Background: an optimization exercise with open tools, aiming at small area, a short achievable clock period and few clock cycles. Do not read the settings as production practice. Only simulation tests tie the RTL to the original design; equivalence was not proved. Power is estimated from default activity; no workload was simulated.

## dot_prod
module dot_prod (
  input wire clk, r_enable,
  input wire[9:0] init_i_t_a,
  input wire signed[63:0] init_acc_t_a,
  output wire[9:0] a_addr,
  input wire signed[26:0] a_rdata,
  output wire[9:0] b_addr,
  input wire signed[26:0] b_rdata,
  output reg w_enable,
  output reg signed[63:0] result
);
Size: roughly 220 I/O pins.
Settings: LEC_CHECK=0, CAP_MARGIN=20, CORE_MARGIN=2, CORE_UTILIZATION=60, CTS_CLUSTER_DIAMETER=200, CTS_CLUSTER_SIZE=24, SLEW_MARGIN=70, SYNTH_HIERARCHICAL=1, SYNTH_MINIMUM_KEEP_SIZE=0; clock period 14.0 ns.
standard.sh (not shown) runs the stock make flow with config.mk's settings and CLKGATE_MAP_FILE= SYNTH_SCRIPT=/design/flow/synth_recipe.tcl, a recipe that flattens the netlist after the stock synthesis.
==> flow/flow/run.sh <==
#!/bin/bash
# Standard ORFS layout, except that the port buffers inserted by buffer_ports are
# sky130_fd_sc_hd__buf_1 instead of the resizer's default pick (a clock delay buffer).
set -euo pipefail
export BUFFER_PORTS_ARGS="-buffer_cell sky130_fd_sc_hd__buf_1"
bash standard.sh > run_standard.log 2>&1
Testbench counts at the start, summed over its fixed seeds: cycles 64,256.
Edit:
SLEW_MARGIN = 50   (was 70)
Effect:
- total power stays flat
- routed wire length hardly moves
- final area came out lower slightly
- sequential power stays flat
- fmax drops by a few percent
- cell count hardly moves
- combinational power is about the same
- setup slack is worse by 100 ps
- clock power decreases slightly
- area after synthesis does not change
Edit:
==> flow/flow/run.sh (replaced) <==
#!/bin/bash
# Standard ORFS layout, except that the port buffers inserted by buffer_ports are
# sky130_fd_sc_hd__buf_2 instead of the resizer's default pick (a clock delay buffer).
set -euo pipefail
export BUFFER_PORTS_ARGS="-buffer_cell sky130_fd_sc_hd__buf_2"
bash standard.sh > run_standard.log 2>&1
SLEW_MARGIN = 60   (was 50)
Final cell count is about the same; wire length is lower by 2.4%; power is higher by 4.6%; combinational power is higher by 6.7%; design area is higher by 1.5%; core utilization is higher by 0.96 points; area after synthesis does not change; maximum frequency is higher by 2.3%; setup slack gains 93 ps.


Setup of before:
dot_prod again, from the RTL that the note above started with.
## dot_prod
module dot_prod (
  input wire clk, r_enable,
  input wire[9:0] init_i_t_a,
  input wire signed[63:0] init_acc_t_a,
  output wire[9:0] a_addr,
  input wire signed[26:0] a_rdata,
  output wire[9:0] b_addr,
  input wire signed[26:0] b_rdata,
  output reg w_enable,
  output reg signed[63:0] result
);
clock: 14.0 ns
lec_check: 0
cap_margin: 20
core_margin: 2
core_utilization: 60
cts_cluster_diameter: 200
cts_cluster_size: 24
slew_margin: 60
synth_hierarchical: 1
synth_minimum_keep_size: 0
==> flow/flow/run.sh <==
#!/bin/bash
# Standard ORFS layout, except that the port buffers inserted by buffer_ports are
# sky130_fd_sc_hd__buf_1 instead of the resizer's default pick (a clock delay buffer).
set -euo pipefail
export BUFFER_PORTS_ARGS="-buffer_cell sky130_fd_sc_hd__buf_1"
bash standard.sh > run_standard.log 2>&1
Looking at the reports, before completed the entire flow and the layout it produced met the timing, DRC and antenna checks.
Testbench counts of before, summed over its fixed seeds: cycles 64,256.
Changes in after relative to before:
# before
export LEC_CHECK = 0
export CAP_MARGIN = 20
export CORE_MARGIN = 2
export CORE_UTILIZATION = 60
export CTS_CLUSTER_DIAMETER = 200
export CTS_CLUSTER_SIZE = 24
export SLEW_MARGIN = 60
export SYNTH_HIERARCHICAL = 1
export SYNTH_MINIMUM_KEEP_SIZE = 0
create_clock -name core_clock -period 14.0 [get_ports {clk}]
# after
export LEC_CHECK = 0
export CAP_MARGIN = 20
export CORE_MARGIN = 2
export CORE_UTILIZATION = 60
export CTS_CLUSTER_DIAMETER = 200
export CTS_CLUSTER_SIZE = 24
export PLACE_DENSITY = 0.72
export SLEW_MARGIN = 60
export SYNTH_HIERARCHICAL = 1
export SYNTH_MINIMUM_KEEP_SIZE = 0
create_clock -name core_clock -period 14.0 [get_ports {clk}]
### Flow results
- Having completed the whole flow, after delivered a layout that passed the timing, DRC and antenna checks.
- As far as worst hold-check slack is concerned, before and after perform about the same.
- Measured against each other, after and before differ in met1 usage, the higher figure coming from before.
- after vs before on clock network power share: after is the lower one.
- Arrival time at the worst endpoint delta (after -> before): insignificant
- before → after: worst setup slack after layout climbed 14 ps, top achievable clock speed climbed about 0.35%.
- Changes observed in after relative to before: number of antenna violations at the first check in global routing held, cell count held.

## static timing again, ports no longer ideal
No port has a modelled driver above. Below, the same layouts with a new extraction and two added sets of constraints. Step 1: set_driving_cell puts a clkbuf_16 on clk and a buf_2 on each other input, an assumption about the parent block. Step 2 adds t to the input delays and takes it off the output delays; t is the mean of the earliest and latest rising clock arrival at the registers after step 1. Input paths then give back, and output paths get back, about the clock's delay inside the block. Three values: ideal, step 1, step 2; two values: the first two.
| run | shift t [ns] | setup slack, ns | worst setup path at the end | slew at the worst register clock pin (ns) |
|---|---|---|---|---|
| the first run of note 1 | 0.576 | 9.989 / 9.930 / 9.670 | input to register | 0.12 / 0.12 |
| the second run of note 1 | 0.571 | 9.887 / 9.916 / 9.345 | input to register | 0.12 / 0.12 |
| the third run of note 1 | 0.570 | 9.980 / 9.920 / 9.557 | input to register | 0.10 / 0.10 |
| before | 0.574 | 9.977 / 9.919 / 9.554 | input to register | 0.12 / 0.12 |
| after | 0.568 | 9.991 / 9.935 / 9.709 | input to register | 0.11 / 0.11 |
After both steps setup and hold are still met in every run listed. For the second run of note 1, which loses most, drivers alone change the setup slack by +0.029 ns; drivers and shift together by -0.542 ns.
